What follows belongs to an exercise in optimizing a design on an open flow for small area and a short achievable clock period; a production flow would make more cautious choices. In this exercise RTL edits were held to simulation tests only and were not proved equivalent to the original.

==> flow/design.v (outline; a module is shown in full before it is edited, if it fits) <==
// module convolution: 2589 lines
// module fa: 4 lines
module convolution (
    input clk,
    input rst,
    input signed [15:0] x_in,
    output signed [31:0] y_out,
    output signed [31:0] y_out_t
);
  // ...
==> flow/flow/run.sh <==
#!/bin/bash
# Standard ORFS layout, with repair_timing asked to keep a larger setup margin
# than the clock period needs, so that it works on the paths that set the
# achieved period.  Constraints (constraint.sdc) are unchanged.
set -euo pipefail
export SETUP_SLACK_MARGIN=10.8
bash standard.sh finish > standard_finish.log 2>&1
==> flow/standard.sh <==
#!/bin/bash
# synth_recipe.tcl (not shown) runs the flow's synth.tcl, then flattens the netlist and writes it again
# the make line also repeats each setting of config.mk as NAME=value (left out here)
make -C /OpenROAD-flow-scripts/flow DESIGN_CONFIG=/design/flow/config.mk WORK_HOME=/design/flow/orfs CLKGATE_MAP_FILE= SYNTH_SCRIPT=/design/flow/synth_recipe.tcl "${@:-finish}"
==> flow/config.mk <==
export PLATFORM = sky130hd
export DESIGN_NAME = convolution
export DESIGN_NICKNAME = convolution
export VERILOG_FILES = /design/flow/design.v
export SDC_FILE = /design/flow/constraint.sdc
export NUM_CORES = 4
export LEC_CHECK = 0
export ABC_CLOCK_PERIOD_IN_PS = 3000
export CAP_MARGIN = 20
export CORE_MARGIN = 2
export CORE_UTILIZATION = 40
export CTS_CLUSTER_DIAMETER = 80
export CTS_CLUSTER_SIZE = 28
export SLEW_MARGIN = 20
export SYNTH_HIERARCHICAL = 1
==> flow/constraint.sdc <==
create_clock -name core_clock -period 15.0 [get_ports {clk}]
set_input_delay 3.0000 -clock core_clock [delete_from_list [all_inputs] [get_ports {clk}]]
set_output_delay 3.0000 -clock core_clock [all_outputs]
set_load 0.01 [all_outputs]
==> impl_metrics.yaml, run 1 <==
place:
  dp_cells: 4132
  dpl-instance-area_um2: 47300
  gp_congestion: 0.837
  io_buffers: 81
  hpwl_mm: 78.0
synthesis:
  avgSynthCellArea_um2: 17.3
  synth-seq-cells: 849
  muxShareOfSynthArea: 0.000224
  async_reset_ff_frac: 1.00
  synth-compound-area-share: 0.0277
  synth_top_cell_by_area: "dfrtp_1"
worst_setup_path:
  worstPathRequired_ps: 12000
  cpMaxStageDelayCell: "dfrtp_2"
  reg2reg_depth: 11
  regToRegStartpoint: "s0[10]"
  cp-startpoint: "y[30]"
clocking:
  clock_latency_ps: 640
  cts_buffers: 40
final_layout:
  stdcell_count: 4324
  top_area_cell_class: "multi-input gates"
  fillers: 9511
  nNonClkInverters: 275
die:
  dieWidth_um: 338
timing:
  hold_viol: 0
  period_share: 0.286
status:
  outcome: "complete, no violations"
worst_hold_path:
  hp-class: "flop to flop"
  hold_path_depth: 0
  min_from: "s35[8]"
global_routing:
  grt.busiest_layer: "met2"
  antenna_found_initial: 0
  grt_pass1_wl_mm: 153
route:
  routed_wl_mm: 97.1
  viasPerCell: 4.70
  drt_iter0_drc: 1185
==> run 2, diff against run 1 <==
--- a/flow/config.mk
+++ b/flow/config.mk
@@ -6,5 +6,5 @@
 export NUM_CORES = 4
 export LEC_CHECK = 0
-export ABC_CLOCK_PERIOD_IN_PS = 3000
+export ABC_CLOCK_PERIOD_IN_PS = 1000
 export CAP_MARGIN = 20
 export CORE_MARGIN = 2
==> impl_metrics.yaml, run 2 <==
final_layout:
  nets: 3859
  synthToLayoutAreaGrowth_pct: 12.5
  reg_top3: "rc (31), rs (31), y (31)"
  n_antenna_cell: 0
  layout-drive-gt1-share: 0.157
  layout_commonest_cell: "fa_1"
  layout_common_cells: "fa_1 (848), dfrtp_1 (787), inv_1 (270)"
worst_setup_path:
  r2r_setup_slack_ps: 10780
  cpMaxStageDelayCell: "dfrtp_2"
  crit_chain: "buf_6, buf_6"
  max_stage_delay_ps: 430
  worstSetupPathType: "flop to output port"
  critPathMaxFanout: 2
  end_kind: "output port"
  worstPathRequired_ps: 12000
  path_common_cell: "buf_6"
  critPathArrivalTime_ps: 1290
  startpoint_type: "flop"
clocking:
  clk_pin_slew_worst_paths_ps: 110
  cts_buffers: 40
  cts_sinks: 849
  clockBufferDepth: 3
  clock_latency_ps: 640
  cts_root_buffer: "clkbuf_16"
  cts_tree: "yes"
  cts-htree-levels: 2
synthesis:
  synthAdderAreaFrac: 0.440
  yosysSeqAreaShare: 0.477
  ys_types: 62
  synth_nets: 3642
  syn_inst: 2589
  synth_area_um2: 44700
  synth_commonest_cells: "fa_1 (893), dfrtp_1 (808), inv_1 (275), ha_1 (142), nand2_1 (64)"
  yosysWarningCount: 7
  muxShareOfSynthArea: 0.000224
  avgSynthCellArea_um2: 17.3
  ys.flop_type: "dfrtp_1"
  synth-compound-area-share: 0.0277
  synth_top_cell_by_area: "dfrtp_1"
  synth-edff-count: 0
  synth.top_cells.by_area: "dfrtp_1 (45%), fa_1 (40%), ha_1 (4.0%), dfstp_2 (2.4%), inv_1 (2.3%)"
  yosysMostFrequentCell: "fa_1"
  synth-simple-area-share: 0.0169
  async_reset_ff_frac: 1.00
  synth_top_area_frac: 0.453
  synth_top_family_by_area: "adder cells"
  synth-seq-cells: 849
  synth_xor_area_frac: 0.0106
die:
  die-area_um2: 114000
  rows: 122
  io-pin-count: 82
  start_util: 0.404
  design.core.area_um2: 111000
  dieWidth_um: 338
  dieHeight_um: 338
flow_run:
  maxCapViolations: 0
timing:
  setup_viol: 0
  fin_skew_ps: 32.4
  hold_viol: 0
  rsz0062_at_grt: "yes"
  tns_ps: 0
  fin_crit_ps: 4290
  fmax_ghz: 0.233
  worst_pin_slew_ps: 810
  drv_slew: 0
  period_share: 0.286
  hold_ws_ps: 345
  slew_headroom: 0.460
route:
  firstDrtPassIters: 7
  drc: 0
  routed_wl_mm: 97.1
  ant_nets: 0
  viasPerCell: 4.70
  wl_per_cell_um: 22.5
  drt_iter0_drc: 1185
  num_vias: 20318
global_routing:
  overflow: 0
  grt_pass1_vias: 24625
  grt_max_degree: 184
  grt_pass1_wl_mm: 153
  antenna_found_initial: 0
  track_usage: 0.179
place:
  hpwl_mm: 78.0
  io_buffers: 81
  gp_congestion: 0.837
status:
  outcome: "complete, no violations"
worst_hold_path:
  hp-class: "flop to flop"
run 2: Yosys stat by module, one instance, submodules excluded:
module       cells  flops+latches
convolution   1698            849
fa               1              0
run 2: final timing paths:
| kind | endpoint | depth (start not counted) | from |
|---|---|---|---|
| max in group asynchronous | zr16_1 | 4 | rst |
| min in group asynchronous | y[7] | 3 | rst |
| worst min register to register | s36[8] | 0 | s35[8] |
| worst min-delay path | s36[8] | 0 | s35[8] |
| worst max register to register | v[24] | 11 | s0[10] |
| worst max-delay path | y_out[31] | 2 | y[30] |
run 2: through the flow:
stage | setup WS, ps | area [um2] | utilization | cells
6_report | 10710 | 50300 | 0.454 | 4324
3_3_place_gp | 9370 | 47300 | 0.427 | 4132
5_1_grt | 10650 | 50300 | 0.454 | 4324
4_1_cts | 10560 | 49500 | 0.448 | 4287
2_1_floorplan | 367 | 44700 | - | 2589
3_5_place_dp | 9280 | 47300 | 0.427 | 4132
run 2: area by class of cell:
class	instances	area (um2)
Clock buffer	54	1050
Clock inverter	18	314
Fill cell	9511	60400
Inverter	275	1050
Multi-Input combinational cell	1429	22800
Sequential cell	849	21400
Tap cell	1488	1860
Timing Repair Buffer	211	1830
run 2: logic make-up after synthesis:
kind of cell / after synthesis
mux: 1
buf+inv: 311
compound gates: 182
flops: 849
simple gates: 157
xor+xnor: 54
fa+ha+maj: 1035
run 2: what timing repair did:
item / 4_1_cts / 5_1_grt
gates cloned: 0 / 2
setup endpoints to repair: 517 / 458
hold buffers: 0 / 0
buffers inserted: 83 / 35
gates resized for setup: 407 / 100
pin swaps: 26 / 65
run 2: critical path, delay by kind of cell (launching register included):
kind	cells	cell delay (ps)
flops	1	430
buf+inv	2	240
run 2: routing by layer:
layer  vias up  global-route usage  share of wire
li1       8468                   -              -
met1     11494               0.253           0.44
met2       256               0.299           0.51
met5         -                   0              0
met3       100              0.0217          0.027
met4         0              0.0384          0.022
==> run 3, diff against run 2 <==
--- a/flow/config.mk
+++ b/flow/config.mk
@@ -6,10 +6,9 @@
 export NUM_CORES = 4
 export LEC_CHECK = 0
-export ABC_CLOCK_PERIOD_IN_PS = 1000
 export CAP_MARGIN = 20
 export CORE_MARGIN = 2
 export CORE_UTILIZATION = 40
-export CTS_CLUSTER_DIAMETER = 80
-export CTS_CLUSTER_SIZE = 28
+export CTS_CLUSTER_DIAMETER = 60
+export CTS_CLUSTER_SIZE = 20
 export SLEW_MARGIN = 20
 export SYNTH_HIERARCHICAL = 1
==> impl_metrics.yaml, run 3 <==
status:
  outcome: "complete, no violations"
global_routing:
  overflow: 0
  track_usage: 0.180
  antenna_found_initial: 1
  grt_pass1_wl_mm: 154
  grt_pass1_vias: 24744
  grt_max_degree: 184
final_layout:
  layout_commonest_cell: "fa_1"
  nets: 3872
  n_antenna_cell: 0
  layout_common_cells: "fa_1 (858), dfrtp_1 (787), inv_1 (270)"
  reg_top3: "rc (31), rs (31), y (31)"
  synthToLayoutAreaGrowth_pct: 13.4
  stdcell_count: 4355
  layout-drive-gt1-share: 0.159
  fin_util: 0.458
place:
  gp_congestion: 0.837
  hpwl_mm: 78.0
  dpl_worst_slack_ps: 9280
  io_buffers: 81
  dp_cells: 4132
synthesis:
  yosysSeqAreaShare: 0.477
  avgSynthCellArea_um2: 17.3
  ys.flop_type: "dfrtp_1"
  synth-edff-count: 0
  async_reset_ff_frac: 1.00
  syn_inst: 2589
  yosysWarningCount: 7
  synth_top_area_frac: 0.453
  synth_nets: 3642
  yosysMostFrequentCell: "fa_1"
  synth_top_cell_by_area: "dfrtp_1"
  ys_types: 62
  synth_commonest_cells: "fa_1 (893), dfrtp_1 (808), inv_1 (275), ha_1 (142), nand2_1 (64)"
  synth.top_cells.by_area: "dfrtp_1 (45%), fa_1 (40%), ha_1 (4.0%), dfstp_2 (2.4%), inv_1 (2.3%)"
  synth_area_um2: 44700
  synth-seq-cells: 849
worst_setup_path:
  r2r_setup_slack_ps: 10720
  cp_top_family: "flip-flops"
  end_kind: "output port"
  reg2reg_depth: 11
  startpoint_type: "flop"
  crit_chain: "buf_6"
  regToRegStartpoint: "s0[3]"
  worstPathRequired_ps: 12000
  worst-path-buf-inv: 1
  reg2reg_to: "v[21]"
  critPathArrivalTime_ps: 1280
  max_stage_delay_ps: 470
  worstSetupPathType: "flop to output port"
  critPathMaxFanout: 6
  cpMaxStageDelayCell: "dfrtp_2"
timing:
  worst_slack_ps: 10720
  worst_pin_slew_ps: 814
  fin_crit_ps: 4280
  drv_slew: 0
  tns_ps: 0
  period_share: 0.285
  rsz0062_at_grt: "yes"
  slew_headroom: 0.457
  fin_skew_ps: 31.5
  fmax_ghz: 0.234
  hold_viol: 0
  setup_viol: 0
die:
  io-pin-count: 82
  die-area_um2: 114000
  design.core.area_um2: 111000
  dieHeight_um: 338
  start_util: 0.404
  dieWidth_um: 338
  rows: 122
clocking:
  cts_root_buffer: "clkbuf_16"
  cts-htree-levels: 2
  clock_latency_ps: 670
  clockBufferDepth: 3
  clk_pin_slew_worst_paths_ps: 90
  cts_tree: "yes"
  cts_buffers: 57
  cts_sinks: 849
route:
  routed_wl_mm: 97.9
  viasPerCell: 4.71
  drc: 0
  firstDrtPassIters: 5
  wl_per_cell_um: 22.5
  num_vias: 20533
  ant_nets: 0
  drt_iter0_drc: 1148
worst_hold_path:
  hp-class: "flop to flop"
  min_from: "s3[15]"
  min_to: "s4[15]"
  hold_path_depth: 0
flow_run:
  maxCapViolations: 0
## run 3: cell count changes in the layout (fill, tap and decap cells not counted), moves of 2 or more
cell        change
buf_2           +2
buf_4           +3
buf_6           -9
bufinv_16       -2
clkbuf_1        +7
clkbuf_16      +17
clkbuf_8        +2
clkinv_2        +3
clkinv_8        -5
clkinvlp_4      +2
fa_1           +10
fa_2           -10
inv_12          +2
inv_6           +7
## run 3: timing repair
action | 4_1_cts | 5_1_grt
hold endpoints to repair | 0 | 0
hold buffers | 0 | 0
endpoints found under the setup margin | 518 | 470
buffers inserted | 80 | 34
pin swaps | 25 | 53
cloned | 0 | 2
resized for setup | 398 | 93
## run 3: cell families (layout without fill, tap and decap cells)
kind of cell,after synthesis,count (layout),synth area share
adder cells (fa/ha/maj),1035,1035,0.440
flip-flops,849,849,0.477
buffers and inverters,311,589,0.0281
AO/OA/AOI/OAI,182,182,0.0277
AND/OR/NAND/NOR,157,157,0.0169
XOR/XNOR,54,54,0.0106
multiplexers,1,1,0.000224
## run 3: worst max-delay path by stage
stage	cells past startpoint	endpoint	slack, ps	startpoint
after floorplan	1	rc[0]	370	rst
after global placement	4	s12[1]	9370	rst
after detailed placement	4	s36[0]	9280	rst
after CTS	4	s36[0]	10600	rst
after global routing	11	v[21]	10620	s0[3]
final	1	y_out_t[25]	10720	ytc2
## run 3: per-module statistics from Yosys, one instance, submodules excluded
module	flops+latches	times used	cell area, um2
convolution	849	1	26800
fa	0	891	20.0
## run 3: layout make-up
class / instances / area (um2)
Clock buffer: 80 / 1530
Fill cell: 9470 / 60000
Timing Repair Buffer: 207 / 1770
Inverter: 275 / 1050
Multi-Input combinational cell: 1429 / 22800
Sequential cell: 849 / 21400
Tap cell: 1488 / 1860
Clock inverter: 27 / 315
## run 3: stage by stage
| stage | hold WS, ps | instance area [um2] |
|---|---|---|
| 6_report | 340 | 50700 |
| 2_1_floorplan | 331 | 44700 |
| 3_3_place_gp | 332 | 47300 |
| 4_1_cts | 346 | 49900 |
| 5_1_grt | 351 | 50700 |
| 3_5_place_dp | 335 | 47300 |
## run 3: metal layers
| layer | vias to the layer above | part of all wire | global-route usage |
|---|---|---|---|
| met5 | - | 0 | 0 |
| met2 | 289 | 0.52 | 0.300 |
| met1 | 11613 | 0.43 | 0.257 |
| met4 | 0 | 0.020 | 0.0384 |
| met3 | 99 | 0.029 | 0.0213 |
| li1 | 8532 | - | - |
==> run 4, diff against run 3 <==
--- a/flow/config.mk
+++ b/flow/config.mk
@@ -8,7 +8,7 @@
 export CAP_MARGIN = 20
 export CORE_MARGIN = 2
-export CORE_UTILIZATION = 40
-export CTS_CLUSTER_DIAMETER = 60
-export CTS_CLUSTER_SIZE = 20
+export CORE_UTILIZATION = 45
+export CTS_CLUSTER_DIAMETER = 70
+export CTS_CLUSTER_SIZE = 32
 export SLEW_MARGIN = 20
 export SYNTH_HIERARCHICAL = 1
==> impl_metrics.yaml, run 4 <==
place:
  dp_cells: 3932
  gp_congestion: 0.858
  dpl_worst_slack_ps: 8090
  hpwl_mm: 77.5
  io_buffers: 81
clocking:
  clk_pin_slew_worst_paths_ps: 120
  clockBufferDepth: 3
  cts_sinks: 849
  cts_root_buffer: "clkbuf_16"
  hold_buffers: 0
  cts_tree: "yes"
  cts_buffers: 47
  clock_latency_ps: 650
  cts-htree-levels: 2
final_layout:
  nets: 3865
  stdcell_count: 4138
  reg_top3: "rc (31), rs (31), y (31)"
  layout_common_cells: "fa_1 (858), dfrtp_1 (787), inv_1 (269)"
  layout_commonest_cell: "fa_1"
  synthToLayoutAreaGrowth_pct: 12.8
  layout-drive-gt1-share: 0.159
die:
  start_util: 0.454
  dieHeight_um: 319
  io-pin-count: 82
  die-area_um2: 102000
  rows: 115
  design.core.area_um2: 98400
  dieWidth_um: 319
route:
  viasPerCell: 4.91
  wl_met3_mm: 3.18
  wl_per_cell_um: 23.5
  routed_wl_mm: 97.3
  firstDrtPassIters: 7
  drt_iter0_drc: 1133
  ant_nets: 0
  top_layer: "met4"
  wirelength_met1_mm: 41.6
  num_vias: 20305
  drc: 0
  route.met2.wl_mm: 50.6
worst_setup_path:
  r2r_setup_slack_ps: 10760
  worstPathRequired_ps: 12000
  reg2reg_to: "v[23]"
  critPathMaxFanout: 5
  worstSetupPathType: "flop to output port"
  startpoint_type: "flop"
  end_kind: "output port"
  critPathArrivalTime_ps: 1310
  regToRegStartpoint: "s0[10]"
  reg2reg_depth: 12
synthesis:
  yosysWarningCount: 7
  synth_commonest_cells: "fa_1 (893), dfrtp_1 (808), inv_1 (275), ha_1 (142), nand2_1 (64)"
  synth_nets: 3642
  yosysMostFrequentCell: "fa_1"
  synth.top_cells.by_area: "dfrtp_1 (45%), fa_1 (40%), ha_1 (4.0%), dfstp_2 (2.4%), inv_1 (2.3%)"
  synth-seq-cells: 849
  synth-edff-count: 0
  yosysSeqAreaShare: 0.477
  synth_area_um2: 44700
  synth_top_area_frac: 0.453
  synth_top_cell_by_area: "dfrtp_1"
  ys_types: 62
  avgSynthCellArea_um2: 17.3
  async_reset_ff_frac: 1.00
  ys.flop_type: "dfrtp_1"
  syn_inst: 2589
timing:
  rsz0062_at_grt: "yes"
  period_share: 0.287
  tns_ps: 0
  slew_headroom: 0.572
  fin_skew_ps: 29.0
  hold_viol: 0
  worst_pin_slew_ps: 642
  drv_slew: 0
  worst_slack_ps: 10690
  fin_crit_ps: 4310
  setup_viol: 0
  fmax_ghz: 0.232
worst_hold_path:
  hp-class: "flop to flop"
  min_to: "s24[12]"
  hold_path_depth: 0
  min_from: "s23[12]"
global_routing:
  grt_pass1_wl_mm: 154
  overflow: 0
  grt_max_degree: 92
  grt_pass1_vias: 24533
  track_usage: 0.205
  antenna_found_initial: 2
status:
  outcome: "complete, no violations"
flow_run:
  maxCapViolations: 0
[run 4: cell count changes in the layout (fill, tap and decap cells not counted), sizes merged, moves of 2 or more]
cell	before	now
clkinvlp	6	8
inv	289	284
bufbuf	0	3
buf	188	185
clkbuf	82	56
clkinv	5	16
[run 4: worst max path at each step]
stage | start | end | slack (ps) | depth (start not counted)
finish | ytc2 | y_out_t[26] | 10690 | 2
global route | s0[14] | v[24] | 10620 | 14
CTS | ytc2 | y_out_t[26] | 10650 | 2
detailed placement | rst | zr15_1 | 8090 | 5
global placement | rst | s18[13] | 8200 | 5
floorplan | rst | rc[0] | 370 | 1
[run 4: through the flow]
step / hold WS [ps] / util / instance area, um2
floorplan: 331 / - / 44700
global placement: 333 / 0.478 / 47000
detailed placement: 335 / 0.478 / 47000
CTS: 339 / 0.507 / 49900
global route: 340 / 0.512 / 50400
finish: 339 / 0.512 / 50400
[run 4: layer usage]
layer | up-vias | GRT usage
met5 | - | 0
met4 | 0 | 0.0432
met3 | 99 | 0.0248
met2 | 328 | 0.341
met1 | 11398 | 0.293
li1 | 8480 | -
[run 4: what timing repair did]
item                       4_1_cts  5_1_grt
gates cloned                     8        2
gates resized for setup        401       81
pin swaps                       15       30
setup endpoints to repair      923      388
setup buffers                   81       27
[run 4: Yosys stat by module (local to each module, per instance)]
module	cells inside	flops+latches	times used	area, um2
convolution	1698	849	1	26800
fa	1	0	891	20.0
[run 4: critical path, cell delays in order, from the launching register on]
cell and delay [ps]:
dfrtp_2 430, buf_6 140, buf_6 110
[run 4: cell type report]
cell class	count	area, um2
inverter	275	1050
timing repair inverter	2	12.5
tap	1287	1610
antenna	1	2.50
clock buffer	53	1240
sequential	849	21400
clock inverter	34	543
multi-input combinational	1429	22700
fill	8100	48000
timing repair buffer	208	1900
[run 4: cells by family (layout without fill, tap and decap cells)]
| kind of cell | after synthesis | in the layout | synth area share |
|---|---|---|---|
| adder cells (fa/ha/maj) | 1035 | 1035 | 0.440 |
| flip-flops | 849 | 849 | 0.477 |
| buffers and inverters | 311 | 572 | 0.0281 |
| AO/OA/AOI/OAI | 182 | 182 | 0.0277 |
| AND/OR/NAND/NOR | 157 | 157 | 0.0169 |
| XOR/XNOR | 54 | 54 | 0.0106 |
| multiplexers | 1 | 1 | 0.000224 |
| other | 0 | 1 | 0 |

-- static timing again, ports no longer ideal --
No port has a modelled driver above. Below, the same layouts with a new extraction and two added sets of constraints. Step 1: set_driving_cell puts a clkbuf_16 on clk and a buf_2 on each other input, an assumption about the parent block. Step 2 adds t to the input delays and takes it off the output delays; t is the mean of the earliest and latest rising clock arrival at the registers after step 1. Input paths then give back, and output paths get back, about the clock's delay inside the block. a / b / c = ideal / step 1 / step 2; a / b = the first two.
run | shift t [ns] | setup WS [ns] | worst setup path after step 2
run 1 | 0.692 | 10.711 / 10.644 / 10.373 | input to register
run 2 | 0.692 | 10.711 / 10.644 / 10.373 | input to register
run 3 | 0.721 | 10.718 / 10.653 / 10.227 | input, reset recovery
run 4 | 0.697 | 10.691 / 10.626 / 10.253 | input to register
After both steps setup and hold are still met in every run listed. For run 3, which loses most, drivers alone change the setup slack by -0.065 ns; drivers and shift together by -0.491 ns. The worst setup slack also covers recovery checks on asynchronous resets.
